This design comes from an exercise in tuning for small area on the open sky130 flow, not from production work. No run shown here included a check of the RTL's function; only the layout flow was run. No run shown here takes its clock network from TritonCTS; it comes from the design's own scripts or RTL. The clock input has no modelled driver; a real chip could not lean on it and would need a root buffer or a full tree. Power figures rest on the tool's default switching activity, not on a simulated workload.

File: design/flow/config.mk
export PLATFORM = sky130hd
export DESIGN_NAME = alu32_top
export DESIGN_NICKNAME = alu32_top
export VERILOG_FILES = /design/flow/design.v
export SDC_FILE = /design/flow/constraint.sdc
export NUM_CORES = 4
export LEC_CHECK = 0
export CAP_MARGIN = 20
export CORE_MARGIN = 2
export CORE_UTILIZATION = 40
export SLEW_MARGIN = 20
export SYNTH_HIERARCHICAL = 1
export SYNTH_MINIMUM_KEEP_SIZE = 0
File: design/flow/constraint.sdc
create_clock -name core_clock -period 5.0 [get_ports {clk}]
set_input_delay 1.0000 -clock core_clock [delete_from_list [all_inputs] [get_ports {clk}]]
set_output_delay 1.0000 -clock core_clock [all_outputs]
set_load 0.01 [all_outputs]
File: design/flow/design.v
`timescale 1ns / 1ps
module alu32_top(
    input  wire        clk,
    input  wire [31:0] a,
    input  wire [31:0] b,
    input  wire [2:0]  op_code,
    output reg  [32:0] result,
    output reg         zero_flag,
    output reg         control_flag
    );
    reg  [31:0] a_q, b_q;
    reg  [2:0]  op_q;
    wire [32:0] alu_result;
    wire        alu_zero, alu_control;
    always @(posedge clk) begin
        a_q  <= a;
        b_q  <= b;
        op_q <= op_code;
        result       <= alu_result;
        zero_flag    <= alu_zero;
        control_flag <= alu_control;
    end
    ALU_8_Bit #(.WIDTH(32)) u_alu (
        .A(a_q),
        .B(b_q),
        .op_code(op_q),
        .result(alu_result),
        .zero_flag(alu_zero),
        .control_flag(alu_control)
    );
endmodule

`timescale 1ns / 1ps
module ALU_8_Bit #(parameter WIDTH = 8) (A, B, op_code, result, zero_flag, control_flag);
    input  [WIDTH-1:0] A, B;
    input  [2:0] op_code;
    output zero_flag, control_flag;
    output [WIDTH:0] result;
    wire inv, ar, nar, kp, kg, nkp, nkg;
    alu_dinv u_dinv (.op(op_code), .inv(inv));
    alu_dar u_dar (.op(op_code), .ar(ar), .nar(nar));
    alu_dkp u_dkp (.op(op_code), .kp(kp), .nkp(nkp));
    alu_dkg u_dkg (.op(op_code), .kg(kg), .nkg(nkg));
    wire [31:0] bx;    
    wire [31:0] pp;    
    wire [31:0] gg;    
    wire [31:0] sx;    
    wire [31:0] lt;    
    wire [31:0] r;
    wire [32:0] cc;      
    assign cc[0] = inv;
    alu_xor2 u_bx0 (.a(B[0]), .b(inv), .y(bx[0]));
    alu_ha u_ha0 (.a(A[0]), .b(bx[0]), .s(pp[0]), .c(gg[0]));
    alu_a21oi u_c0 (.a1(pp[0]), .a2(cc[0]), .b1(gg[0]), .y(cc[1]));
    alu_xor2 u_bx1 (.a(B[1]), .b(inv), .y(bx[1]));
    alu_xnor2 u_np1 (.a(A[1]), .b(bx[1]), .y(pp[1]));
    alu_nand2 u_ng1 (.a(A[1]), .b(bx[1]), .y(gg[1]));
    alu_o21ai u_c1 (.a1(pp[1]), .a2(cc[1]), .b1(gg[1]), .y(cc[2]));
    alu_xor2 u_bx2 (.a(B[2]), .b(inv), .y(bx[2]));
    alu_ha u_ha2 (.a(A[2]), .b(bx[2]), .s(pp[2]), .c(gg[2]));
    alu_a21oi u_c2 (.a1(pp[2]), .a2(cc[2]), .b1(gg[2]), .y(cc[3]));
    alu_xor2 u_bx3 (.a(B[3]), .b(inv), .y(bx[3]));
    alu_xnor2 u_np3 (.a(A[3]), .b(bx[3]), .y(pp[3]));
    alu_nand2 u_ng3 (.a(A[3]), .b(bx[3]), .y(gg[3]));
    alu_o21ai u_c3 (.a1(pp[3]), .a2(cc[3]), .b1(gg[3]), .y(cc[4]));
    alu_xor2 u_bx4 (.a(B[4]), .b(inv), .y(bx[4]));
    alu_ha u_ha4 (.a(A[4]), .b(bx[4]), .s(pp[4]), .c(gg[4]));
    alu_a21oi u_c4 (.a1(pp[4]), .a2(cc[4]), .b1(gg[4]), .y(cc[5]));
    alu_xor2 u_bx5 (.a(B[5]), .b(inv), .y(bx[5]));
    alu_xnor2 u_np5 (.a(A[5]), .b(bx[5]), .y(pp[5]));
    alu_nand2 u_ng5 (.a(A[5]), .b(bx[5]), .y(gg[5]));
    alu_o21ai u_c5 (.a1(pp[5]), .a2(cc[5]), .b1(gg[5]), .y(cc[6]));
    alu_xor2 u_bx6 (.a(B[6]), .b(inv), .y(bx[6]));
    alu_ha u_ha6 (.a(A[6]), .b(bx[6]), .s(pp[6]), .c(gg[6]));
    alu_a21oi u_c6 (.a1(pp[6]), .a2(cc[6]), .b1(gg[6]), .y(cc[7]));
    alu_xor2 u_bx7 (.a(B[7]), .b(inv), .y(bx[7]));
    alu_xnor2 u_np7 (.a(A[7]), .b(bx[7]), .y(pp[7]));
    alu_nand2 u_ng7 (.a(A[7]), .b(bx[7]), .y(gg[7]));
    alu_o21ai u_c7 (.a1(pp[7]), .a2(cc[7]), .b1(gg[7]), .y(cc[8]));
    alu_xor2 u_bx8 (.a(B[8]), .b(inv), .y(bx[8]));
    alu_ha u_ha8 (.a(A[8]), .b(bx[8]), .s(pp[8]), .c(gg[8]));
    alu_xor2 u_bx9 (.a(B[9]), .b(inv), .y(bx[9]));
    alu_xnor2 u_np9 (.a(A[9]), .b(bx[9]), .y(pp[9]));
    alu_nand2 u_ng9 (.a(A[9]), .b(bx[9]), .y(gg[9]));
    alu_xor2 u_bx10 (.a(B[10]), .b(inv), .y(bx[10]));
    alu_ha u_ha10 (.a(A[10]), .b(bx[10]), .s(pp[10]), .c(gg[10]));
    alu_xor2 u_bx11 (.a(B[11]), .b(inv), .y(bx[11]));
    alu_xnor2 u_np11 (.a(A[11]), .b(bx[11]), .y(pp[11]));
    alu_nand2 u_ng11 (.a(A[11]), .b(bx[11]), .y(gg[11]));
    wire P8, G8, x8a, x8b, x8c, q8;
    alu_inv u_x8a (.a(gg[8]), .y(x8a));
    alu_o21ai u_x8b (.a1(pp[9]), .a2(x8a), .b1(gg[9]), .y(x8b));
    alu_a21oi u_x8c (.a1(pp[10]), .a2(x8b), .b1(gg[10]), .y(x8c));
    alu_o21ai u_G8 (.a1(pp[11]), .a2(x8c), .b1(gg[11]), .y(G8));
    alu_nand2 u_q8 (.a(pp[8]), .b(pp[10]), .y(q8));
    alu_nor3 u_P8 (.a(q8), .b(pp[9]), .c(pp[11]), .y(P8));
    alu_a21oi u_c8 (.a1(pp[8]), .a2(cc[8]), .b1(gg[8]), .y(cc[9]));
    alu_o21ai u_c9 (.a1(pp[9]), .a2(cc[9]), .b1(gg[9]), .y(cc[10]));
    alu_a21oi u_c10 (.a1(pp[10]), .a2(cc[10]), .b1(gg[10]), .y(cc[11]));
    alu_a21oi u_gc8 (.a1(P8), .a2(cc[8]), .b1(G8), .y(cc[12]));
    alu_xor2 u_bx12 (.a(B[12]), .b(inv), .y(bx[12]));
    alu_xnor2 u_np12 (.a(A[12]), .b(bx[12]), .y(pp[12]));
    alu_nand2 u_ng12 (.a(A[12]), .b(bx[12]), .y(gg[12]));
    alu_xor2 u_bx13 (.a(B[13]), .b(inv), .y(bx[13]));
    alu_ha u_ha13 (.a(A[13]), .b(bx[13]), .s(pp[13]), .c(gg[13]));
    alu_xor2 u_bx14 (.a(B[14]), .b(inv), .y(bx[14]));
    alu_xnor2 u_np14 (.a(A[14]), .b(bx[14]), .y(pp[14]));
    alu_nand2 u_ng14 (.a(A[14]), .b(bx[14]), .y(gg[14]));
    alu_xor2 u_bx15 (.a(B[15]), .b(inv), .y(bx[15]));
    alu_ha u_ha15 (.a(A[15]), .b(bx[15]), .s(pp[15]), .c(gg[15]));
    wire P12, G12, x12a, x12b, x12c, q12;
    alu_inv u_x12a (.a(gg[12]), .y(x12a));
    alu_a21oi u_x12b (.a1(pp[13]), .a2(x12a), .b1(gg[13]), .y(x12b));
    alu_o21ai u_x12c (.a1(pp[14]), .a2(x12b), .b1(gg[14]), .y(x12c));
    alu_a21oi u_G12 (.a1(pp[15]), .a2(x12c), .b1(gg[15]), .y(G12));
    alu_nor2 u_q12 (.a(pp[12]), .b(pp[14]), .y(q12));
    alu_nand3 u_P12 (.a(q12), .b(pp[13]), .c(pp[15]), .y(P12));
    alu_o21ai u_c12 (.a1(pp[12]), .a2(cc[12]), .b1(gg[12]), .y(cc[13]));
    alu_a21oi u_c13 (.a1(pp[13]), .a2(cc[13]), .b1(gg[13]), .y(cc[14]));
    alu_o21ai u_c14 (.a1(pp[14]), .a2(cc[14]), .b1(gg[14]), .y(cc[15]));
    alu_o21ai u_gc12 (.a1(P12), .a2(cc[12]), .b1(G12), .y(cc[16]));
    alu_xor2 u_bx16 (.a(B[16]), .b(inv), .y(bx[16]));
    alu_ha u_ha16 (.a(A[16]), .b(bx[16]), .s(pp[16]), .c(gg[16]));
    alu_xor2 u_bx17 (.a(B[17]), .b(inv), .y(bx[17]));
    alu_xnor2 u_np17 (.a(A[17]), .b(bx[17]), .y(pp[17]));
    alu_nand2 u_ng17 (.a(A[17]), .b(bx[17]), .y(gg[17]));
    alu_xor2 u_bx18 (.a(B[18]), .b(inv), .y(bx[18]));
    alu_ha u_ha18 (.a(A[18]), .b(bx[18]), .s(pp[18]), .c(gg[18]));
    alu_xor2 u_bx19 (.a(B[19]), .b(inv), .y(bx[19]));
    alu_xnor2 u_np19 (.a(A[19]), .b(bx[19]), .y(pp[19]));
    alu_nand2 u_ng19 (.a(A[19]), .b(bx[19]), .y(gg[19]));
    wire P16, G16, x16a, x16b, x16c, q16;
    alu_inv u_x16a (.a(gg[16]), .y(x16a));
    alu_o21ai u_x16b (.a1(pp[17]), .a2(x16a), .b1(gg[17]), .y(x16b));
    alu_a21oi u_x16c (.a1(pp[18]), .a2(x16b), .b1(gg[18]), .y(x16c));
    alu_o21ai u_G16 (.a1(pp[19]), .a2(x16c), .b1(gg[19]), .y(G16));
    alu_nand2 u_q16 (.a(pp[16]), .b(pp[18]), .y(q16));
    alu_nor3 u_P16 (.a(q16), .b(pp[17]), .c(pp[19]), .y(P16));
    alu_a21oi u_c16 (.a1(pp[16]), .a2(cc[16]), .b1(gg[16]), .y(cc[17]));
    alu_o21ai u_c17 (.a1(pp[17]), .a2(cc[17]), .b1(gg[17]), .y(cc[18]));
    alu_a21oi u_c18 (.a1(pp[18]), .a2(cc[18]), .b1(gg[18]), .y(cc[19]));
    alu_a21oi u_gc16 (.a1(P16), .a2(cc[16]), .b1(G16), .y(cc[20]));
    alu_xor2 u_bx20 (.a(B[20]), .b(inv), .y(bx[20]));
    alu_xnor2 u_np20 (.a(A[20]), .b(bx[20]), .y(pp[20]));
    alu_nand2 u_ng20 (.a(A[20]), .b(bx[20]), .y(gg[20]));
    alu_xor2 u_bx21 (.a(B[21]), .b(inv), .y(bx[21]));
    alu_ha u_ha21 (.a(A[21]), .b(bx[21]), .s(pp[21]), .c(gg[21]));
    alu_xor2 u_bx22 (.a(B[22]), .b(inv), .y(bx[22]));
    alu_xnor2 u_np22 (.a(A[22]), .b(bx[22]), .y(pp[22]));
    alu_nand2 u_ng22 (.a(A[22]), .b(bx[22]), .y(gg[22]));
    alu_xor2 u_bx23 (.a(B[23]), .b(inv), .y(bx[23]));
    alu_ha u_ha23 (.a(A[23]), .b(bx[23]), .s(pp[23]), .c(gg[23]));
    wire P20, G20, x20a, x20b, x20c, q20;
    alu_inv u_x20a (.a(gg[20]), .y(x20a));
    alu_a21oi u_x20b (.a1(pp[21]), .a2(x20a), .b1(gg[21]), .y(x20b));
    alu_o21ai u_x20c (.a1(pp[22]), .a2(x20b), .b1(gg[22]), .y(x20c));
    alu_a21oi u_G20 (.a1(pp[23]), .a2(x20c), .b1(gg[23]), .y(G20));
    alu_nor2 u_q20 (.a(pp[20]), .b(pp[22]), .y(q20));
    alu_nand3 u_P20 (.a(q20), .b(pp[21]), .c(pp[23]), .y(P20));
    alu_o21ai u_c20 (.a1(pp[20]), .a2(cc[20]), .b1(gg[20]), .y(cc[21]));
    alu_a21oi u_c21 (.a1(pp[21]), .a2(cc[21]), .b1(gg[21]), .y(cc[22]));
    alu_o21ai u_c22 (.a1(pp[22]), .a2(cc[22]), .b1(gg[22]), .y(cc[23]));
    alu_o21ai u_gc20 (.a1(P20), .a2(cc[20]), .b1(G20), .y(cc[24]));
    alu_xor2 u_bx24 (.a(B[24]), .b(inv), .y(bx[24]));
    alu_ha u_ha24 (.a(A[24]), .b(bx[24]), .s(pp[24]), .c(gg[24]));
    alu_xor2 u_bx25 (.a(B[25]), .b(inv), .y(bx[25]));
    alu_xnor2 u_np25 (.a(A[25]), .b(bx[25]), .y(pp[25]));
    alu_nand2 u_ng25 (.a(A[25]), .b(bx[25]), .y(gg[25]));
    alu_xor2 u_bx26 (.a(B[26]), .b(inv), .y(bx[26]));
    alu_ha u_ha26 (.a(A[26]), .b(bx[26]), .s(pp[26]), .c(gg[26]));
    alu_xor2 u_bx27 (.a(B[27]), .b(inv), .y(bx[27]));
    alu_xnor2 u_np27 (.a(A[27]), .b(bx[27]), .y(pp[27]));
    alu_nand2 u_ng27 (.a(A[27]), .b(bx[27]), .y(gg[27]));
    wire P24, G24, x24a, x24b, x24c, q24;
    alu_inv u_x24a (.a(gg[24]), .y(x24a));
    alu_o21ai u_x24b (.a1(pp[25]), .a2(x24a), .b1(gg[25]), .y(x24b));
    alu_a21oi u_x24c (.a1(pp[26]), .a2(x24b), .b1(gg[26]), .y(x24c));
    alu_o21ai u_G24 (.a1(pp[27]), .a2(x24c), .b1(gg[27]), .y(G24));
    alu_nand2 u_q24 (.a(pp[24]), .b(pp[26]), .y(q24));
    alu_nor3 u_P24 (.a(q24), .b(pp[25]), .c(pp[27]), .y(P24));
    alu_a21oi u_c24 (.a1(pp[24]), .a2(cc[24]), .b1(gg[24]), .y(cc[25]));
    alu_o21ai u_c25 (.a1(pp[25]), .a2(cc[25]), .b1(gg[25]), .y(cc[26]));
    alu_a21oi u_c26 (.a1(pp[26]), .a2(cc[26]), .b1(gg[26]), .y(cc[27]));
    alu_a21oi u_gc24 (.a1(P24), .a2(cc[24]), .b1(G24), .y(cc[28]));
    alu_xor2 u_bx28 (.a(B[28]), .b(inv), .y(bx[28]));
    alu_xnor2 u_np28 (.a(A[28]), .b(bx[28]), .y(pp[28]));
    alu_nand2 u_ng28 (.a(A[28]), .b(bx[28]), .y(gg[28]));
    alu_xor2 u_bx29 (.a(B[29]), .b(inv), .y(bx[29]));
    alu_ha u_ha29 (.a(A[29]), .b(bx[29]), .s(pp[29]), .c(gg[29]));
    alu_xor2 u_bx30 (.a(B[30]), .b(inv), .y(bx[30]));
    alu_xnor2 u_np30 (.a(A[30]), .b(bx[30]), .y(pp[30]));
    alu_nand2 u_ng30 (.a(A[30]), .b(bx[30]), .y(gg[30]));
    alu_xor2 u_bx31 (.a(B[31]), .b(inv), .y(bx[31]));
    alu_ha u_ha31 (.a(A[31]), .b(bx[31]), .s(pp[31]), .c(gg[31]));
    wire P28, G28, x28a, x28b, x28c, q28;
    alu_inv u_x28a (.a(gg[28]), .y(x28a));
    alu_a21oi u_x28b (.a1(pp[29]), .a2(x28a), .b1(gg[29]), .y(x28b));
    alu_o21ai u_x28c (.a1(pp[30]), .a2(x28b), .b1(gg[30]), .y(x28c));
    alu_a21oi u_G28 (.a1(pp[31]), .a2(x28c), .b1(gg[31]), .y(G28));
    alu_nor2 u_q28 (.a(pp[28]), .b(pp[30]), .y(q28));
    alu_nand3 u_P28 (.a(q28), .b(pp[29]), .c(pp[31]), .y(P28));
    alu_o21ai u_c28 (.a1(pp[28]), .a2(cc[28]), .b1(gg[28]), .y(cc[29]));
    alu_a21oi u_c29 (.a1(pp[29]), .a2(cc[29]), .b1(gg[29]), .y(cc[30]));
    alu_o21ai u_c30 (.a1(pp[30]), .a2(cc[30]), .b1(gg[30]), .y(cc[31]));
    alu_o21ai u_gc28 (.a1(P28), .a2(cc[28]), .b1(G28), .y(cc[32]));
    alu_xnor2 u_s0 (.a(pp[0]), .b(cc[0]), .y(sx[0]));
    alu_a22oi u_l0 (.a1(pp[0]), .a2(kp), .b1(gg[0]), .b2(kg), .y(lt[0]));
    alu_xor2 u_s1 (.a(pp[1]), .b(cc[1]), .y(sx[1]));
    alu_nand2 u_l1 (.a(sx[1]), .b(ar), .y(lt[1]));
    alu_xnor2 u_s2 (.a(pp[2]), .b(cc[2]), .y(sx[2]));
    alu_a22oi u_l2 (.a1(pp[2]), .a2(kp), .b1(gg[2]), .b2(kg), .y(lt[2]));
    alu_xor2 u_s3 (.a(pp[3]), .b(cc[3]), .y(sx[3]));
    alu_nand2 u_l3 (.a(sx[3]), .b(ar), .y(lt[3]));
    alu_xnor2 u_s4 (.a(pp[4]), .b(cc[4]), .y(sx[4]));
    alu_a22oi u_l4 (.a1(pp[4]), .a2(kp), .b1(gg[4]), .b2(kg), .y(lt[4]));
    alu_xor2 u_s5 (.a(pp[5]), .b(cc[5]), .y(sx[5]));
    alu_nand2 u_l5 (.a(sx[5]), .b(ar), .y(lt[5]));
    alu_xnor2 u_s6 (.a(pp[6]), .b(cc[6]), .y(sx[6]));
    alu_a22oi u_l6 (.a1(pp[6]), .a2(kp), .b1(gg[6]), .b2(kg), .y(lt[6]));
    alu_xor2 u_s7 (.a(pp[7]), .b(cc[7]), .y(sx[7]));
    alu_nand2 u_l7 (.a(sx[7]), .b(ar), .y(lt[7]));
    alu_xnor2 u_s8 (.a(pp[8]), .b(cc[8]), .y(sx[8]));
    alu_a22oi u_l8 (.a1(pp[8]), .a2(kp), .b1(gg[8]), .b2(kg), .y(lt[8]));
    alu_xor2 u_s9 (.a(pp[9]), .b(cc[9]), .y(sx[9]));
    alu_nand2 u_l9 (.a(sx[9]), .b(ar), .y(lt[9]));
    alu_xnor2 u_s10 (.a(pp[10]), .b(cc[10]), .y(sx[10]));
    alu_a22oi u_l10 (.a1(pp[10]), .a2(kp), .b1(gg[10]), .b2(kg), .y(lt[10]));
    alu_xor2 u_s11 (.a(pp[11]), .b(cc[11]), .y(sx[11]));
    alu_nand2 u_l11 (.a(sx[11]), .b(ar), .y(lt[11]));
    alu_xor2 u_s12 (.a(pp[12]), .b(cc[12]), .y(sx[12]));
    alu_nand2 u_l12 (.a(sx[12]), .b(ar), .y(lt[12]));
    alu_xnor2 u_s13 (.a(pp[13]), .b(cc[13]), .y(sx[13]));
    alu_a22oi u_l13 (.a1(pp[13]), .a2(kp), .b1(gg[13]), .b2(kg), .y(lt[13]));
    alu_xor2 u_s14 (.a(pp[14]), .b(cc[14]), .y(sx[14]));
    alu_nand2 u_l14 (.a(sx[14]), .b(ar), .y(lt[14]));
    alu_xnor2 u_s15 (.a(pp[15]), .b(cc[15]), .y(sx[15]));
    alu_a22oi u_l15 (.a1(pp[15]), .a2(kp), .b1(gg[15]), .b2(kg), .y(lt[15]));
    alu_xnor2 u_s16 (.a(pp[16]), .b(cc[16]), .y(sx[16]));
    alu_a22oi u_l16 (.a1(pp[16]), .a2(kp), .b1(gg[16]), .b2(kg), .y(lt[16]));
    alu_xor2 u_s17 (.a(pp[17]), .b(cc[17]), .y(sx[17]));
    alu_nand2 u_l17 (.a(sx[17]), .b(ar), .y(lt[17]));
    alu_xnor2 u_s18 (.a(pp[18]), .b(cc[18]), .y(sx[18]));
    alu_a22oi u_l18 (.a1(pp[18]), .a2(kp), .b1(gg[18]), .b2(kg), .y(lt[18]));
    alu_xor2 u_s19 (.a(pp[19]), .b(cc[19]), .y(sx[19]));
    alu_nand2 u_l19 (.a(sx[19]), .b(ar), .y(lt[19]));
    alu_xor2 u_s20 (.a(pp[20]), .b(cc[20]), .y(sx[20]));
    alu_nand2 u_l20 (.a(sx[20]), .b(ar), .y(lt[20]));
    alu_xnor2 u_s21 (.a(pp[21]), .b(cc[21]), .y(sx[21]));
    alu_a22oi u_l21 (.a1(pp[21]), .a2(kp), .b1(gg[21]), .b2(kg), .y(lt[21]));
    alu_xor2 u_s22 (.a(pp[22]), .b(cc[22]), .y(sx[22]));
    alu_nand2 u_l22 (.a(sx[22]), .b(ar), .y(lt[22]));
    alu_xnor2 u_s23 (.a(pp[23]), .b(cc[23]), .y(sx[23]));
    alu_a22oi u_l23 (.a1(pp[23]), .a2(kp), .b1(gg[23]), .b2(kg), .y(lt[23]));
    alu_xnor2 u_s24 (.a(pp[24]), .b(cc[24]), .y(sx[24]));
    alu_a22oi u_l24 (.a1(pp[24]), .a2(kp), .b1(gg[24]), .b2(kg), .y(lt[24]));
    alu_xor2 u_s25 (.a(pp[25]), .b(cc[25]), .y(sx[25]));
    alu_nand2 u_l25 (.a(sx[25]), .b(ar), .y(lt[25]));
    alu_xnor2 u_s26 (.a(pp[26]), .b(cc[26]), .y(sx[26]));
    alu_a22oi u_l26 (.a1(pp[26]), .a2(kp), .b1(gg[26]), .b2(kg), .y(lt[26]));
    alu_xor2 u_s27 (.a(pp[27]), .b(cc[27]), .y(sx[27]));
    alu_nand2 u_l27 (.a(sx[27]), .b(ar), .y(lt[27]));
    alu_xor2 u_s28 (.a(pp[28]), .b(cc[28]), .y(sx[28]));
    alu_nand2 u_l28 (.a(sx[28]), .b(ar), .y(lt[28]));
    alu_xnor2 u_s29 (.a(pp[29]), .b(cc[29]), .y(sx[29]));
    alu_a22oi u_l29 (.a1(pp[29]), .a2(kp), .b1(gg[29]), .b2(kg), .y(lt[29]));
    alu_xor2 u_s30 (.a(pp[30]), .b(cc[30]), .y(sx[30]));
    alu_nand2 u_l30 (.a(sx[30]), .b(ar), .y(lt[30]));
    alu_xnor2 u_s31 (.a(pp[31]), .b(cc[31]), .y(sx[31]));
    alu_a22oi u_l31 (.a1(pp[31]), .a2(kp), .b1(gg[31]), .b2(kg), .y(lt[31]));
    wire eq, hi, cmp, ncmp;
    alu_and #(.N(14), .INV(14'b10101010101010)) u_eq (.a({pp[7], pp[6], pp[5], pp[4], pp[3], pp[2], pp[1], pp[0], P28, P24, P20, P16, P12, P8}), .y(eq));
    alu_flags #(.CINV(0)) u_fl (.op(op_code), .ci(cc[32]), .eq(eq),
        .hi(hi), .cmp(cmp), .ncmp(ncmp));
    alu_o211ai u_r0 (.a1(sx[0]), .a2(nar), .b1(lt[0]), .c1(ncmp), .y(r[0]));
    alu_o221ai u_r1 (.a1(pp[1]), .a2(nkp), .b1(gg[1]), .b2(nkg), .c1(lt[1]), .y(r[1]));
    alu_o21ai u_r2 (.a1(sx[2]), .a2(nar), .b1(lt[2]), .y(r[2]));
    alu_o221ai u_r3 (.a1(pp[3]), .a2(nkp), .b1(gg[3]), .b2(nkg), .c1(lt[3]), .y(r[3]));
    alu_o21ai u_r4 (.a1(sx[4]), .a2(nar), .b1(lt[4]), .y(r[4]));
    alu_o221ai u_r5 (.a1(pp[5]), .a2(nkp), .b1(gg[5]), .b2(nkg), .c1(lt[5]), .y(r[5]));
    alu_o21ai u_r6 (.a1(sx[6]), .a2(nar), .b1(lt[6]), .y(r[6]));
    alu_o221ai u_r7 (.a1(pp[7]), .a2(nkp), .b1(gg[7]), .b2(nkg), .c1(lt[7]), .y(r[7]));
    alu_o21ai u_r8 (.a1(sx[8]), .a2(nar), .b1(lt[8]), .y(r[8]));
    alu_o221ai u_r9 (.a1(pp[9]), .a2(nkp), .b1(gg[9]), .b2(nkg), .c1(lt[9]), .y(r[9]));
    alu_o21ai u_r10 (.a1(sx[10]), .a2(nar), .b1(lt[10]), .y(r[10]));
    alu_o221ai u_r11 (.a1(pp[11]), .a2(nkp), .b1(gg[11]), .b2(nkg), .c1(lt[11]), .y(r[11]));
    alu_o221ai u_r12 (.a1(pp[12]), .a2(nkp), .b1(gg[12]), .b2(nkg), .c1(lt[12]), .y(r[12]));
    alu_o21ai u_r13 (.a1(sx[13]), .a2(nar), .b1(lt[13]), .y(r[13]));
    alu_o221ai u_r14 (.a1(pp[14]), .a2(nkp), .b1(gg[14]), .b2(nkg), .c1(lt[14]), .y(r[14]));
    alu_o21ai u_r15 (.a1(sx[15]), .a2(nar), .b1(lt[15]), .y(r[15]));
    alu_o21ai u_r16 (.a1(sx[16]), .a2(nar), .b1(lt[16]), .y(r[16]));
    alu_o221ai u_r17 (.a1(pp[17]), .a2(nkp), .b1(gg[17]), .b2(nkg), .c1(lt[17]), .y(r[17]));
    alu_o21ai u_r18 (.a1(sx[18]), .a2(nar), .b1(lt[18]), .y(r[18]));
    alu_o221ai u_r19 (.a1(pp[19]), .a2(nkp), .b1(gg[19]), .b2(nkg), .c1(lt[19]), .y(r[19]));
    alu_o221ai u_r20 (.a1(pp[20]), .a2(nkp), .b1(gg[20]), .b2(nkg), .c1(lt[20]), .y(r[20]));
    alu_o21ai u_r21 (.a1(sx[21]), .a2(nar), .b1(lt[21]), .y(r[21]));
    alu_o221ai u_r22 (.a1(pp[22]), .a2(nkp), .b1(gg[22]), .b2(nkg), .c1(lt[22]), .y(r[22]));
    alu_o21ai u_r23 (.a1(sx[23]), .a2(nar), .b1(lt[23]), .y(r[23]));
    alu_o21ai u_r24 (.a1(sx[24]), .a2(nar), .b1(lt[24]), .y(r[24]));
    alu_o221ai u_r25 (.a1(pp[25]), .a2(nkp), .b1(gg[25]), .b2(nkg), .c1(lt[25]), .y(r[25]));
    alu_o21ai u_r26 (.a1(sx[26]), .a2(nar), .b1(lt[26]), .y(r[26]));
    alu_o221ai u_r27 (.a1(pp[27]), .a2(nkp), .b1(gg[27]), .b2(nkg), .c1(lt[27]), .y(r[27]));
    alu_o221ai u_r28 (.a1(pp[28]), .a2(nkp), .b1(gg[28]), .b2(nkg), .c1(lt[28]), .y(r[28]));
    alu_o21ai u_r29 (.a1(sx[29]), .a2(nar), .b1(lt[29]), .y(r[29]));
    alu_o221ai u_r30 (.a1(pp[30]), .a2(nkp), .b1(gg[30]), .b2(nkg), .c1(lt[30]), .y(r[30]));
    alu_o21ai u_r31 (.a1(sx[31]), .a2(nar), .b1(lt[31]), .y(r[31]));
    assign result = {hi, r};
    assign control_flag = hi;
    wire ze;
    alu_nor #(.N(11)) u_zlo (.a(r[11:1]), .y(ze));
    wire zp0;
    alu_nor2 u_zp0 (.a(r[12]), .b(r[13]), .y(zp0));
    wire zp1;
    alu_nor2 u_zp1 (.a(r[14]), .b(r[15]), .y(zp1));
    wire zp2;
    alu_nor2 u_zp2 (.a(r[16]), .b(r[17]), .y(zp2));
    wire zp3;
    alu_nor2 u_zp3 (.a(r[18]), .b(r[19]), .y(zp3));
    wire zp4;
    alu_nor2 u_zp4 (.a(r[20]), .b(r[21]), .y(zp4));
    wire zp5;
    alu_nor2 u_zp5 (.a(r[22]), .b(r[23]), .y(zp5));
    wire zp6;
    alu_nor2 u_zp6 (.a(r[24]), .b(r[25]), .y(zp6));
    wire zp7;
    alu_nor2 u_zp7 (.a(r[26]), .b(r[27]), .y(zp7));
    wire zp8;
    alu_nor2 u_zp8 (.a(r[28]), .b(r[29]), .y(zp8));
    wire zp9;
    alu_nor2 u_zp9 (.a(r[30]), .b(r[31]), .y(zp9));
    wire zp10;
    alu_nor2 u_zp10 (.a(hi), .b(r[0]), .y(zp10));
    wire zn0;
    alu_nand #(.N(4)) u_zn0 (.a({ze, zp0, zp1, zp2}), .y(zn0));
    wire zn1;
    alu_nand #(.N(4)) u_zn1 (.a({zp3, zp4, zp5, zp6}), .y(zn1));
    wire zn2;
    alu_nand #(.N(4)) u_zn2 (.a({zp7, zp8, zp9, zp10}), .y(zn2));
    alu_nor #(.N(3)) u_z (.a({zn0, zn1, zn2}), .y(zero_flag));
endmodule
module alu_xor2 (input a, input b, output y);
    assign y = a ^ b;
endmodule
module alu_xnor2 (input a, input b, output y);
    assign y = ~(a ^ b);
endmodule
module alu_ha (input a, input b, output s, output c);
    assign s = a ^ b;
    assign c = a & b;
endmodule
module alu_nand2 (input a, input b, output y);
    assign y = ~(a & b);
endmodule
module alu_nor2 (input a, input b, output y);
    assign y = ~(a | b);
endmodule
module alu_nor3 (input a, input b, input c, output y);
    assign y = ~(a | b | c);
endmodule
module alu_nand3 (input a, input b, input c, output y);
    assign y = ~(a & b & c);
endmodule
module alu_inv (input a, output y);
    assign y = ~a;
endmodule
module alu_a21oi (input a1, input a2, input b1, output y);
    assign y = ~((a1 & a2) | b1);
endmodule
module alu_o21ai (input a1, input a2, input b1, output y);
    assign y = ~((a1 | a2) & b1);
endmodule
module alu_a21o (input a1, input a2, input b1, output y);
    assign y = (a1 & a2) | b1;
endmodule
module alu_a22oi (input a1, input a2, input b1, input b2, output y);
    assign y = ~((a1 & a2) | (b1 & b2));
endmodule
module alu_o22ai (input a1, input a2, input b1, input b2, output y);
    assign y = ~((a1 | a2) & (b1 | b2));
endmodule
module alu_o211ai (input a1, input a2, input b1, input c1, output y);
    assign y = ~((a1 | a2) & b1 & c1);
endmodule
module alu_o221ai (input a1, input a2, input b1, input b2, input c1, output y);
    assign y = ~((a1 | a2) & (b1 | b2) & c1);
endmodule
module alu_a211o (input a1, input a2, input b1, input c1, output y);
    assign y = (a1 & a2) | b1 | c1;
endmodule
module alu_and #(parameter N = 8, parameter [N-1:0] INV = 0) (input [N-1:0] a, output y);
    assign y = &(a ^ INV);
endmodule
module alu_nor #(parameter N = 8) (input [N-1:0] a, output y);
    assign y = ~|a;
endmodule
module alu_nand #(parameter N = 4) (input [N-1:0] a, output y);
    assign y = ~&a;
endmodule
module alu_dinv (input [2:0] op, output inv);
    assign inv = op[2] ^ (op[1] | op[0]);      
endmodule
module alu_dar (input [2:0] op, output ar, output nar);
    assign nar = op[2] | op[1];
    assign ar  = ~nar;                         
endmodule
module alu_dkp (input [2:0] op, output kp, output nkp);
    assign kp  = op[2] & op[1];                
    assign nkp = ~kp;
endmodule
module alu_dkg (input [2:0] op, output kg, output nkg);
    assign kg  = op[2] & (op[1] ^ op[0]);      
    assign nkg = ~kg;
endmodule
module alu_flags #(parameter CINV = 0) (input [2:0] op, input ci, input eq, output hi,
                                        output cmp, output ncmp);
    wire co = ci ^ CINV;
    assign hi = ~op[2] & ~op[1] & (co ^ op[0]);    
    assign cmp = ((op == 3'b010) & co & ~eq) | ((op == 3'b011) & eq) | ((op == 3'b100) & ~co);
    assign ncmp = ~cmp;
endmodule
File: design/flow/flow/run.sh
#!/bin/bash
# Standard ORFS layout with these changes: the port buffers use the smallest buffer cell;
# every combinational cell is put at its smallest drive strength after floorplanning (the
# repair steps then size up only what timing needs); after clock tree synthesis its tree is
# replaced by a smaller two-level one (flow/mycts.tcl: the clock port drives one inv_8, which
# drives two clkinv_16, each clocking half the flip-flops); power recovery downsizes
# non-critical cells after global routing.
set -euo pipefail
W=$(pwd)
bash standard.sh BUFFER_PORTS_ARGS="-buffer_cell sky130_fd_sc_hd__buf_1" \
  POST_FLOORPLAN_TCL="$W/flow/downsize.tcl" POST_CTS_TCL="$W/flow/mycts.tcl" \
  CTS_ARGS="-sink_clustering_enable -repair_clock_nets -dont_use_dummy_load" \
  RECOVER_POWER=100 finish > make_finish.log 2>&1
File: design/flow/flow/downsize.tcl
# POST_FLOORPLAN hook: put every combinational cell at the smallest drive strength of its
# family; the later repair steps size up what timing needs.
set n 0
foreach inst [[ord::get_db_block] getInsts] {
  set m [$inst getMaster]
  set name [$m getName]
  if {![regexp {^(sky130_fd_sc_hd__[a-z0-9]+)_([0-9]+)$} $name -> base sz]} { continue }
  if {[string match {*df*} $base] || [string match {*clk*} $base] || [string match {*tap*} $base]
      || [string match {*conb*} $base] || [string match {*dl*} $base]} { continue }
  set best ""
  set best_a 1e9
  foreach lc [get_lib_cells ${base}_*] {
    set ln [get_name $lc]
    if {![regexp "^${base}_\[0-9\]+\$" $ln]} { continue }
    if {[get_property $lc dont_use]} { continue }
    set a [get_property $lc area]
    if {$a < $best_a} { set best_a $a; set best $ln }
  }
  if {$best ne "" && $best ne $name} {
    $inst swapMaster [[ord::get_db] findMaster $best]
    incr n
  }
}
puts "downsize: replaced $n cells"
File: design/flow/flow/mycts.tcl
# POST_CTS hook: replace the clock tree that clock_tree_synthesis built with a smaller one.
# The clock port drives one ROOT inverter, which drives NB LEAF inverters; each leaf drives
# the clock pins of one cluster of flip-flops (balanced k-means on their locations) and sits at
# the cluster's centre. Every flip-flop's clock goes through the same two inversions. With ROOT
# empty, the port drives the leaves (buffers then) directly.
set NB 2
set LEAF sky130_fd_sc_hd__clkinv_16
set ROOT sky130_fd_sc_hd__inv_8
if {[info exists ::env(MYCTS_NB)]} { set NB $::env(MYCTS_NB) }
if {[info exists ::env(MYCTS_LEAF)]} { set LEAF $::env(MYCTS_LEAF) }
if {[info exists ::env(MYCTS_ROOT)]} { set ROOT $::env(MYCTS_ROOT) }
set block [ord::get_db_block]
set clknet [$block findNet clk]

# walk the clock network from the port: flip-flop clock pins are the sinks, every other cell
# on it is a clock buffer or inverter that clock_tree_synthesis inserted
set sinks {}
set kill_insts {}
set kill_nets {}
set todo [list $clknet]
while {[llength $todo]} {
  set net [lindex $todo 0]
  set todo [lrange $todo 1 end]
  foreach it [$net getITerms] {
    if {[$it isOutputSignal]} { continue }
    set inst [$it getInst]
    set mname [[$inst getMaster] getName]
    if {[string match {*df*} $mname]} {
      lappend sinks $it
    } else {
      lappend kill_insts $inst
      foreach ot [$inst getITerms] {
        if {[$ot isOutputSignal] && [$ot getNet] ne "NULL"} {
          lappend kill_nets [$ot getNet]
          lappend todo [$ot getNet]
        }
      }
    }
  }
}
puts "mycts: [llength $sinks] clock sinks, removing [llength $kill_insts] clock tree cells"
foreach it $sinks { $it disconnect }
foreach inst $kill_insts { odb::dbInst_destroy $inst }
foreach net $kill_nets { odb::dbNet_destroy $net }

set master [[ord::get_db] findMaster $LEAF]
# with a root cell (an inverter), the port drives it and it drives the leaves (inverters too)
set leafin $clknet
if {$ROOT ne ""} {
  set leafin [odb::dbNet_create $block "clknet_root"]
  $leafin setSigType CLOCK
  set rbuf [odb::dbInst_create $block [[ord::get_db] findMaster $ROOT] "clkbuf_root"]
}
# group the flip-flops by k-means on their locations, starting from vertical strips
set pts {}
foreach it $sinks {
  set loc [[$it getInst] getLocation]
  lappend pts [list [lindex $loc 0] [lindex $loc 1] $it]
}
set pts [lsort -integer -index 0 $pts]
set n [llength $pts]
set cx {}
set cy {}
for {set k 0} {$k < $NB} {incr k} {
  set p [lindex $pts [expr {(2 * $k + 1) * $n / (2 * $NB)}]]
  lappend cx [lindex $p 0]
  lappend cy [lindex $p 1]
}
# balanced k-means: each cluster takes at most ceil(n / NB) flip-flops
set cap [expr {($n + $NB - 1) / $NB}]
for {set iter 0} {$iter < 20} {incr iter} {
  set pairs {}
  set i 0
  foreach p $pts {
    for {set k 0} {$k < $NB} {incr k} {
      set d [expr {abs([lindex $p 0] - [lindex $cx $k]) + abs([lindex $p 1] - [lindex $cy $k])}]
      lappend pairs [list $d $i $k]
    }
    incr i
  }
  set pairs [lsort -real -index 0 $pairs]
  set asg [lrepeat $n -1]
  set cnt [lrepeat $NB 0]
  foreach pr $pairs {
    lassign $pr d i k
    if {[lindex $asg $i] >= 0 || [lindex $cnt $k] >= $cap} { continue }
    lset asg $i $k
    lset cnt $k [expr {[lindex $cnt $k] + 1}]
  }
  set sx [lrepeat $NB 0]; set sy [lrepeat $NB 0]
  foreach p $pts a $asg {
    lset sx $a [expr {[lindex $sx $a] + [lindex $p 0]}]
    lset sy $a [expr {[lindex $sy $a] + [lindex $p 1]}]
  }
  for {set k 0} {$k < $NB} {incr k} {
    if {[lindex $cnt $k] > 0} {
      lset cx $k [expr {[lindex $sx $k] / [lindex $cnt $k]}]
      lset cy $k [expr {[lindex $sy $k] / [lindex $cnt $k]}]
    }
  }
}
for {set k 0} {$k < $NB} {incr k} {
  set net [odb::dbNet_create $block "clknet_leaf_$k"]
  $net setSigType CLOCK
  set buf [odb::dbInst_create $block $master "clkbuf_leaf_$k"]
  set m 0
  foreach p $pts a $asg {
    if {$a == $k} { [lindex $p 2] connect $net; incr m }
  }
  [$buf findITerm A] connect $leafin
  foreach ot [$buf getITerms] { if {[$ot isOutputSignal]} { $ot connect $net } }
  $buf setLocation [lindex $cx $k] [lindex $cy $k]
  $buf setPlacementStatus PLACED
  puts "mycts: leaf $k drives $m flip-flops"
}
if {$ROOT ne ""} {
  [$rbuf findITerm A] connect $clknet
  foreach ot [$rbuf getITerms] { if {[$ot isOutputSignal]} { $ot connect $leafin } }
  set rx 0
  set ry 0
  foreach x $cx y $cy { set rx [expr {$rx + $x}]; set ry [expr {$ry + $y}] }
  $rbuf setLocation [expr {$rx / $NB}] [expr {$ry / $NB}]
  $rbuf setPlacementStatus PLACED
}
detailed_placement
check_placement -verbose
estimate_parasitics -placement
report_clock_skew
File: design/flow/standard.sh
#!/bin/bash
# synth_recipe.tcl (not shown) runs the flow's synth.tcl, then flattens the netlist and writes it again
# the make line also repeats each setting of config.mk as NAME=value (left out here)
make -C /OpenROAD-flow-scripts/flow DESIGN_CONFIG=/design/flow/config.mk WORK_HOME=/design/flow/orfs CLKGATE_MAP_FILE= SYNTH_SCRIPT=/design/flow/synth_recipe.tcl "${@:-finish}"
==> results of run 1 <==
==> worst reg2reg max path, stage by stage, from the launching register on <==
cell and delay, ns:
dfxtp_1 0.34, nor2_2 0.14, xnor2_2 0.14, buf_4 0.15, buf_4 0.19, xor2_1 0.19
ha_1 0.32, a21oi_2 0.17, o21ai_1 0.12, a21oi_1 0.24, o21ai_1 0.13, a21oi_1 0.25
o21ai_1 0.16, a21oi_2 0.22, o21ai_1 0.13, a21oi_2 0.19, o21ai_2 0.10, a21oi_2 0.20
o21ai_1 0.14, a21oi_2 0.18, o21ai_0 0.13, xnor2_1 0.19, o21ai_0 0.11, nor2_1 0.19
nand4_1 0.12, nor3_1 0.18
==> worst max-delay path by stage <==
| stage | slack, ns | cells past startpoint | end |
|---|---|---|---|
| 6_report | 0.31 | 25 | zero_flag$_DFF_P_ |
| 2_1_floorplan | 0.004 | 24 | zero_flag$_DFF_P_ |
| 5_1_grt | -0.04 | 25 | zero_flag$_DFF_P_ |
| 3_5_place_dp | -0.27 | 25 | zero_flag$_DFF_P_ |
| 3_3_place_gp | 0.19 | 25 | zero_flag$_DFF_P_ |
==> state kept, by name, indices dropped and copies added, names as in the netlist <==
name,cells
zero_flag,1
control_flag,1
op_q,3
b_q,32
result,33
a_q,32
==> per-layer routing <==
layer	vias to the layer above	part of all wire (%)	routed length [um]	track usage, %
met5	-	0	0	0
met3	10	6.5	597	1.88
met4	0	1.2	107	3.57
met2	124	47	4370	26.7
li1	1602	-	-	-
met1	1405	45	4160	21.7
==> stage by stage <==
step	total power, mW	setup TNS [ns]
floorplan	1.44	0
global placement	1.51	0
detailed placement	1.52	-0.270
global route	1.94	-0.0377
finish	1.82	0
==> area by class of cell <==
| class | count | area, um2 |
|---|---|---|
| fill | 1026 | 5620 |
| inverter | 9 | 93.8 |
| multi-input combinational | 278 | 1930 |
| sequential | 102 | 2040 |
| tap | 136 | 170 |
| timing repair buffer | 120 | 514 |
==> power by group <==
part | total, mW | leakage, nW | internal, mW | switching (mW)
registers | 0.930 | 0.857 | 0.900 | 0.0304
clock network | 0.289 | 0.0289 | 0.0417 | 0.248
logic | 0.602 | 0.917 | 0.251 | 0.351
==> results.txt, run 1 <==
- Slew headroom: a little over a quarter
- Slew Limit Fails: 0
- Reg2Reg Setup Slack: ~0.31 ns
- Hold slack: 0.599 ns
- Synth warn: 7
- Die width: between 100 and 150 um
- R2R cell count: 25
- Initial antenna violation count: 0
- Vias in the first global route: 3119
- Drt wl/cell: around 14 um
- Max-Cap Viols: 0
- TritonRoute pass-1 iters: 5
- Synth Cell Area: 4280 um2
- Setup violations, final: 0
- Starting Density: 41.3%
- Synth Instances: roughly 390
- Most frequent cells in the layout: buf_1, dfxtp_1, xor2_1
- Largest net degree at the start of global routing: 52
- Worst Path Arrival: 4.77 ns
- First-pass GRT wire length: 14.6 mm
- FP Rows: 37
- Worst-path clk slew: 0.10 ns
- GRT overflow: 0
- Die Height: 107 um
- Post-Place Setup Slack: -0.270 ns
- HPWL Detailed: 6.86 mm
- Share of cells above drive strength 1: under 10%
- LEAKAGE: 1.80 nW
- DR DRC count: 0
- Syn_area_per_cell: 11.1 um2
- N_diodes: 0
- Worst path max stage delay: 0.34 ns
- Final wirelength: 9.23 mm
- Maximum vdd drop: 186 uV
- Cell Area, Placed: ~4600 um2
- Antenna Nets Post-Route: 0
- CP Capture Type: flip-flop
- Initial detailed-routing violation count: 152
- Layout Skew: 0.00968 ns
- IO Port Bufs: 102
- Placed insts: about 640
- Layout Area Growth over Synthesis: 11.1%
- FMAX: between 200 and 250 MHz
- Worst r2r src: op_q[0]$_DFF_P_
- Worst Hold Launch: a_q[27]$_DFF_P_
- Hold Path Class: reg2reg
- Worst-Skew Late Latency: around 0.16 ns
- Launch point of the critical path: op_q[0]$_DFF_P_
- Worst Hold End: result[27]$_DFF_P_
- Post-route insts no fill: approximately 650
- Slew @ Worst Pin: 1.10 ns
- Nets: 595
- Most common cell after layout, fill and taps aside: buf_1
- CP Max Fanout: 8
- Final worst path period share: a little over nine tenths
- Sink Count: between 100 and 150
- Buf/Inv on CP: 2
- Pwr Density: 383 nW/um2
- Die Area: 11500 um2
- Vias: 3141
- DR vias/cell: 4.87
- CP Class: reg2reg
- Hold Fails Final Rpt: 0
- RePlAce Congestion: 0.836
- Final WS setup: 0.314 ns
- Util after Layout: 45.8%
- Post-synthesis net count: around 470
- Slowest CP cell: dfxtp_1
- Post-route cell area: between 4000 and 5000 um2
- Worst path top cell family by delay: compound AO/OA/AOI/OAI gates
- Gr usage total: 15.8%
- WHS Path Cells: 2
- Reg-to-reg endpoint: zero_flag$_DFF_P_
- WP data required: slightly above 5 ns
- Status: complete, no violations
- Worst Setup Start Kind: flip-flop
- Minimum clock period: about 4.7 ns
- Core area: 10400 um2
- Ports: 103
==> run 2: changes to the inputs <==
--- a/design/flow/design.v
+++ b/design/flow/design.v
@@ -51,32 +51,46 @@
     assign cc[0] = inv;
     alu_xor2 u_bx0 (.a(B[0]), .b(inv), .y(bx[0]));
     alu_ha u_ha0 (.a(A[0]), .b(bx[0]), .s(pp[0]), .c(gg[0]));
-    alu_a21oi u_c0 (.a1(pp[0]), .a2(cc[0]), .b1(gg[0]), .y(cc[1]));
     alu_xor2 u_bx1 (.a(B[1]), .b(inv), .y(bx[1]));
     alu_xnor2 u_np1 (.a(A[1]), .b(bx[1]), .y(pp[1]));
     alu_nand2 u_ng1 (.a(A[1]), .b(bx[1]), .y(gg[1]));
-    alu_o21ai u_c1 (.a1(pp[1]), .a2(cc[1]), .b1(gg[1]), .y(cc[2]));
     alu_xor2 u_bx2 (.a(B[2]), .b(inv), .y(bx[2]));
     alu_ha u_ha2 (.a(A[2]), .b(bx[2]), .s(pp[2]), .c(gg[2]));
-    alu_a21oi u_c2 (.a1(pp[2]), .a2(cc[2]), .b1(gg[2]), .y(cc[3]));
     alu_xor2 u_bx3 (.a(B[3]), .b(inv), .y(bx[3]));
     alu_xnor2 u_np3 (.a(A[3]), .b(bx[3]), .y(pp[3]));
     alu_nand2 u_ng3 (.a(A[3]), .b(bx[3]), .y(gg[3]));
-    alu_o21ai u_c3 (.a1(pp[3]), .a2(cc[3]), .b1(gg[3]), .y(cc[4]));
+    wire P0, G0, x0a, x0b, x0c, q0;
+    alu_inv u_x0a (.a(gg[0]), .y(x0a));
+    alu_o21ai u_x0b (.a1(pp[1]), .a2(x0a), .b1(gg[1]), .y(x0b));
+    alu_a21oi u_x0c (.a1(pp[2]), .a2(x0b), .b1(gg[2]), .y(x0c));
+    alu_o21ai u_G0 (.a1(pp[3]), .a2(x0c), .b1(gg[3]), .y(G0));
+    alu_nand2 u_q0 (.a(pp[0]), .b(pp[2]), .y(q0));
+    alu_nor3 u_P0 (.a(q0), .b(pp[1]), .c(pp[3]), .y(P0));
+    alu_a21oi u_c0 (.a1(pp[0]), .a2(cc[0]), .b1(gg[0]), .y(cc[1]));
+    alu_o21ai u_c1 (.a1(pp[1]), .a2(cc[1]), .b1(gg[1]), .y(cc[2]));
+    alu_a21oi u_c2 (.a1(pp[2]), .a2(cc[2]), .b1(gg[2]), .y(cc[3]));
+    alu_a21oi u_gc0 (.a1(P0), .a2(cc[0]), .b1(G0), .y(cc[4]));
     alu_xor2 u_bx4 (.a(B[4]), .b(inv), .y(bx[4]));
-    alu_ha u_ha4 (.a(A[4]), .b(bx[4]), .s(pp[4]), .c(gg[4]));
-    alu_a21oi u_c4 (.a1(pp[4]), .a2(cc[4]), .b1(gg[4]), .y(cc[5]));
+    alu_xnor2 u_np4 (.a(A[4]), .b(bx[4]), .y(pp[4]));
+    alu_nand2 u_ng4 (.a(A[4]), .b(bx[4]), .y(gg[4]));
     alu_xor2 u_bx5 (.a(B[5]), .b(inv), .y(bx[5]));
-    alu_xnor2 u_np5 (.a(A[5]), .b(bx[5]), .y(pp[5]));
-    alu_nand2 u_ng5 (.a(A[5]), .b(bx[5]), .y(gg[5]));
-    alu_o21ai u_c5 (.a1(pp[5]), .a2(cc[5]), .b1(gg[5]), .y(cc[6]));
+    alu_ha u_ha5 (.a(A[5]), .b(bx[5]), .s(pp[5]), .c(gg[5]));
     alu_xor2 u_bx6 (.a(B[6]), .b(inv), .y(bx[6]));
-    alu_ha u_ha6 (.a(A[6]), .b(bx[6]), .s(pp[6]), .c(gg[6]));
-    alu_a21oi u_c6 (.a1(pp[6]), .a2(cc[6]), .b1(gg[6]), .y(cc[7]));
+    alu_xnor2 u_np6 (.a(A[6]), .b(bx[6]), .y(pp[6]));
+    alu_nand2 u_ng6 (.a(A[6]), .b(bx[6]), .y(gg[6]));
     alu_xor2 u_bx7 (.a(B[7]), .b(inv), .y(bx[7]));
-    alu_xnor2 u_np7 (.a(A[7]), .b(bx[7]), .y(pp[7]));
-    alu_nand2 u_ng7 (.a(A[7]), .b(bx[7]), .y(gg[7]));
-    alu_o21ai u_c7 (.a1(pp[7]), .a2(cc[7]), .b1(gg[7]), .y(cc[8]));
+    alu_ha u_ha7 (.a(A[7]), .b(bx[7]), .s(pp[7]), .c(gg[7]));
+    wire P4, G4, x4a, x4b, x4c, q4;
+    alu_inv u_x4a (.a(gg[4]), .y(x4a));
+    alu_a21oi u_x4b (.a1(pp[5]), .a2(x4a), .b1(gg[5]), .y(x4b));
+    alu_o21ai u_x4c (.a1(pp[6]), .a2(x4b), .b1(gg[6]), .y(x4c));
+    alu_a21oi u_G4 (.a1(pp[7]), .a2(x4c), .b1(gg[7]), .y(G4));
+    alu_nor2 u_q4 (.a(pp[4]), .b(pp[6]), .y(q4));
+    alu_nand3 u_P4 (.a(q4), .b(pp[5]), .c(pp[7]), .y(P4));
+    alu_o21ai u_c4 (.a1(pp[4]), .a2(cc[4]), .b1(gg[4]), .y(cc[5]));
+    alu_a21oi u_c5 (.a1(pp[5]), .a2(cc[5]), .b1(gg[5]), .y(cc[6]));
+    alu_o21ai u_c6 (.a1(pp[6]), .a2(cc[6]), .b1(gg[6]), .y(cc[7]));
+    alu_o21ai u_gc4 (.a1(P4), .a2(cc[4]), .b1(G4), .y(cc[8]));
     alu_xor2 u_bx8 (.a(B[8]), .b(inv), .y(bx[8]));
     alu_ha u_ha8 (.a(A[8]), .b(bx[8]), .s(pp[8]), .c(gg[8]));
     alu_xor2 u_bx9 (.a(B[9]), .b(inv), .y(bx[9]));
@@ -211,14 +225,14 @@
     alu_a22oi u_l2 (.a1(pp[2]), .a2(kp), .b1(gg[2]), .b2(kg), .y(lt[2]));
     alu_xor2 u_s3 (.a(pp[3]), .b(cc[3]), .y(sx[3]));
     alu_nand2 u_l3 (.a(sx[3]), .b(ar), .y(lt[3]));
-    alu_xnor2 u_s4 (.a(pp[4]), .b(cc[4]), .y(sx[4]));
-    alu_a22oi u_l4 (.a1(pp[4]), .a2(kp), .b1(gg[4]), .b2(kg), .y(lt[4]));
-    alu_xor2 u_s5 (.a(pp[5]), .b(cc[5]), .y(sx[5]));
-    alu_nand2 u_l5 (.a(sx[5]), .b(ar), .y(lt[5]));
-    alu_xnor2 u_s6 (.a(pp[6]), .b(cc[6]), .y(sx[6]));
-    alu_a22oi u_l6 (.a1(pp[6]), .a2(kp), .b1(gg[6]), .b2(kg), .y(lt[6]));
-    alu_xor2 u_s7 (.a(pp[7]), .b(cc[7]), .y(sx[7]));
-    alu_nand2 u_l7 (.a(sx[7]), .b(ar), .y(lt[7]));
+    alu_xor2 u_s4 (.a(pp[4]), .b(cc[4]), .y(sx[4]));
+    alu_nand2 u_l4 (.a(sx[4]), .b(ar), .y(lt[4]));
+    alu_xnor2 u_s5 (.a(pp[5]), .b(cc[5]), .y(sx[5]));
+    alu_a22oi u_l5 (.a1(pp[5]), .a2(kp), .b1(gg[5]), .b2(kg), .y(lt[5]));
+    alu_xor2 u_s6 (.a(pp[6]), .b(cc[6]), .y(sx[6]));
+    alu_nand2 u_l6 (.a(sx[6]), .b(ar), .y(lt[6]));
+    alu_xnor2 u_s7 (.a(pp[7]), .b(cc[7]), .y(sx[7]));
+    alu_a22oi u_l7 (.a1(pp[7]), .a2(kp), .b1(gg[7]), .b2(kg), .y(lt[7]));
     alu_xnor2 u_s8 (.a(pp[8]), .b(cc[8]), .y(sx[8]));
     alu_a22oi u_l8 (.a1(pp[8]), .a2(kp), .b1(gg[8]), .b2(kg), .y(lt[8]));
     alu_xor2 u_s9 (.a(pp[9]), .b(cc[9]), .y(sx[9]));
@@ -268,17 +282,17 @@
     alu_xnor2 u_s31 (.a(pp[31]), .b(cc[31]), .y(sx[31]));
     alu_a22oi u_l31 (.a1(pp[31]), .a2(kp), .b1(gg[31]), .b2(kg), .y(lt[31]));
     wire eq, hi, cmp, ncmp;
-    alu_and #(.N(14), .INV(14'b10101010101010)) u_eq (.a({pp[7], pp[6], pp[5], pp[4], pp[3], pp[2], pp[1], pp[0], P28, P24, P20, P16, P12, P8}), .y(eq));
+    alu_and #(.N(8), .INV(8'b10101010)) u_eq (.a({P28, P24, P20, P16, P12, P8, P4, P0}), .y(eq));
     alu_flags #(.CINV(0)) u_fl (.op(op_code), .ci(cc[32]), .eq(eq),
         .hi(hi), .cmp(cmp), .ncmp(ncmp));
     alu_o211ai u_r0 (.a1(sx[0]), .a2(nar), .b1(lt[0]), .c1(ncmp), .y(r[0]));
     alu_o221ai u_r1 (.a1(pp[1]), .a2(nkp), .b1(gg[1]), .b2(nkg), .c1(lt[1]), .y(r[1]));
     alu_o21ai u_r2 (.a1(sx[2]), .a2(nar), .b1(lt[2]), .y(r[2]));
     alu_o221ai u_r3 (.a1(pp[3]), .a2(nkp), .b1(gg[3]), .b2(nkg), .c1(lt[3]), .y(r[3]));
-    alu_o21ai u_r4 (.a1(sx[4]), .a2(nar), .b1(lt[4]), .y(r[4]));
-    alu_o221ai u_r5 (.a1(pp[5]), .a2(nkp), .b1(gg[5]), .b2(nkg), .c1(lt[5]), .y(r[5]));
-    alu_o21ai u_r6 (.a1(sx[6]), .a2(nar), .b1(lt[6]), .y(r[6]));
-    alu_o221ai u_r7 (.a1(pp[7]), .a2(nkp), .b1(gg[7]), .b2(nkg), .c1(lt[7]), .y(r[7]));
+    alu_o221ai u_r4 (.a1(pp[4]), .a2(nkp), .b1(gg[4]), .b2(nkg), .c1(lt[4]), .y(r[4]));
+    alu_o21ai u_r5 (.a1(sx[5]), .a2(nar), .b1(lt[5]), .y(r[5]));
+    alu_o221ai u_r6 (.a1(pp[6]), .a2(nkp), .b1(gg[6]), .b2(nkg), .c1(lt[6]), .y(r[6]));
+    alu_o21ai u_r7 (.a1(sx[7]), .a2(nar), .b1(lt[7]), .y(r[7]));
     alu_o21ai u_r8 (.a1(sx[8]), .a2(nar), .b1(lt[8]), .y(r[8]));
     alu_o221ai u_r9 (.a1(pp[9]), .a2(nkp), .b1(gg[9]), .b2(nkg), .c1(lt[9]), .y(r[9]));
     alu_o21ai u_r10 (.a1(sx[10]), .a2(nar), .b1(lt[10]), .y(r[10]));
==> results.txt, run 2 <==
- Vias: 3173 (+1.0%)
- HPWL Detailed: 6.95 mm (+1.4%)
- FP Rows: 38 (+2.7%)
- TNS Setup: 0 ns (unchanged)
- Hold Fails Final Rpt: 0 (unchanged)
- WP data required: 5.07 ns (about the same)
- First-pass GRT wire length: 14.5 mm (-0.52%)
- Hold Path Class: reg2reg
- Worst-path clk slew: 0.10 ns (about the same)
- DR vias/cell: 4.90 (+0.55%)
- Starting Density: 40.5% (-0.75 points)
- IO Port Bufs: 102 (unchanged)
- Slew Limit Fails: 0 (unchanged)
- Layout Area Growth over Synthesis: 8.86%
- Slew headroom: 29.9% (+3.4 points)
- Synth warn: 7 (unchanged)
- Worst Setup Start Kind: flip-flop
- Die Area: 11700 um2 (+1.2%)
- Total power: 1.79 mW (-1.5%)
- Layout Skew: 0.0144 ns (+0.00474 ns)
- Initial detailed-routing violation count: 138 (-9.2%)
- Fillers: 1048 (+2.1%)
- Synth Cell Area: 4330 um2 (+1.3%)
- CP Capture Type: flip-flop
- Util after Layout: 44.1% (-1.7 points)
- CP Class: reg2reg
- Final worst path period share: 91.2% (-2.5 points)
- Worst-Skew Late Latency: 0.16 ns (about the same)
- Slew @ Worst Pin: 1.05 ns (-0.0512 ns)
- Minimum clock period: 4.56 ns (-0.126 ns)
- Post-route cell area: 4720 um2 (-0.74%)
- Ports: 103 (unchanged)
- Worst Path Arrival: 4.63 ns (-0.14 ns)
- Pwr Density: 380 nW/um2 (-0.75%)
- FF/Latch Area: 2040 um2 (about the same)
- Share of cells above drive strength 1: 3.35% (-2.5 points)
- RePlAce Congestion: 0.845 (+1.0%)
- RSZ-0062 raised after global routing: false
- TritonRoute pass-1 iters: 5 (unchanged)
- Most frequent cells in the layout: dfxtp_1, buf_1, xor2_1
- CP Max Fanout: 6 (-2)
- GRT overflow: 0 (unchanged)
- Placed insts: 644 (+0.94%)
- Nets: 594 (-0.17%)
- Status: complete, no violations
- Maximum vdd drop: 369 uV (+98%)
- Syn_area_per_cell: 10.9 um2 (-1.3%)
- Die Height: 108 um (+0.62%)
- FMAX: 219 MHz (+2.8%)
- Post-synthesis net count: 481 (+2.1%)
- Gr usage total: 15.3% (-0.50 points)
- Initial antenna violation count: 0 (unchanged)
- Antenna Nets Post-Route: 0 (unchanged)
- Regs by FF count: result: 33 flops, a_q: 32 flops, b_q: 32 flops
- Final wirelength: 8.99 mm (-2.6%)
- Reg with most FFs: result
- N_diodes: 0 (unchanged)
- Post-route insts no fill: 648 (+0.47%)
- Drt wl/cell: 13.9 um (-3.1%)
- Max FFs per register: 33 (unchanged)
- Synth Instances: 397 (+2.6%)
- LEAKAGE: 1.79 nW (-0.85%)
- Vias in the first global route: 2982 (-4.4%)
- Cell Area, Placed: 4610 um2 (-0.38%)
- Post-Place Setup Slack: -0.0273 ns (+0.242 ns)
- DR DRC count: 0 (unchanged)
- Largest net degree at the start of global routing: 52 (unchanged)
- Die width: 108 um (+0.62%)
- Sink Count: 102 (unchanged)
- Max-Cap Viols: 0 (unchanged)
- Hold slack: 0.611 ns (+0.0114 ns)
- Final WS setup: 0.440 ns (+0.126 ns)
- Core area: 10700 um2 (+3.2%)
- Multi-input gate area: 1960 um2 (+1.7%)
- Setup violations, final: 0 (unchanged)
==> run 2: final timing paths <==
path | slack, ns | cells after the start | start | to
setup / recovery | 0.44 | 23 | op_q[0]$_DFF_P_ | zero_flag$_DFF_P_
hold / removal | 0.61 | 2 | a_q[22]$_DFF_P_ | result[22]$_DFF_P_
setup reg to reg | 0.44 | 23 | op_q[0]$_DFF_P_ | zero_flag$_DFF_P_
hold reg to reg | 0.61 | 2 | a_q[22]$_DFF_P_ | result[22]$_DFF_P_
==> run 2: per-layer routing <==
layer	vias to the layer above	wire length, um	global-route usage [%]
met4	0	142	3.21
met5	-	0	0
met1	1443	4110	21.4
li1	1612	-	-
met3	10	534	1.87
met2	108	4200	25.5
==> run 2: cell type report <==
class / count / area share [%]
multi-input cells: 286 / 41.6
flip-flops and latches: 102 / 43.3
inverters: 11 / 2.15
well taps: 140 / 3.71
repair buffers: 109 / 9.23
==> run 2: report_power, final <==
group	switching [mW]	internal (mW)	total [mW]
Clock	0.244	0.0416	0.286
Sequential	0.0306	0.900	0.930
Combinational	0.344	0.234	0.578
Total	0.619	1.18	1.79
==> run 2: worst max-delay path, cell delays in order (launching register included) <==
cell and delay [ns]:
dfxtp_1 0.45, nor2_1 0.11, xnor2_2 0.18, buf_4 0.16
xor2_1 0.29, xnor2_2 0.17, o21ai_0 0.19, a21oi_1 0.08
o21ai_0 0.22, a21oi_1 0.11, o21ai_1 0.24, a21oi_2 0.11
o21ai_1 0.31, a21oi_2 0.14, o21ai_2 0.23, a21oi_2 0.10
o21ai_0 0.28, a21oi_1 0.15, o21ai_0 0.23, xnor2_1 0.14
o21ai_0 0.11, nor2_1 0.14, nand4_1 0.10, nor3_1 0.22

-- static timing again, ports no longer ideal --
Ports are ideal in the flow. The routed layouts listed here were re-timed in OpenROAD.
Step 1 (the two cells are an assumption about what drives the block):
set clk [get_ports {clk}]
set_driving_cell -lib_cell sky130_fd_sc_hd__clkbuf_16 $clk
set_driving_cell -lib_cell sky130_fd_sc_hd__buf_2 [delete_from_list [all_inputs] $clk]
Step 2 also shifts input and output timing later by t, the mid clock arrival at the registers, as if the neighbouring blocks saw the same clock.
Slacks: no drivers / after step 1 / after step 2; pairs: no drivers / after step 1.
run | shift t [ns] | setup slack, ns | clock arrival spread, ns | worst slew at a driven data input, ns | pins driven straight from the clock port
run 1 | 0.202 | 0.314 / 0.314 / 0.314 | 0.010 / 0.009 | 0.04 | 1
run 2 | 0.201 | 0.440 / 0.440 / 0.440 | 0.015 / 0.015 | 0.04 | 1
After both steps every run listed still meets setup and hold.
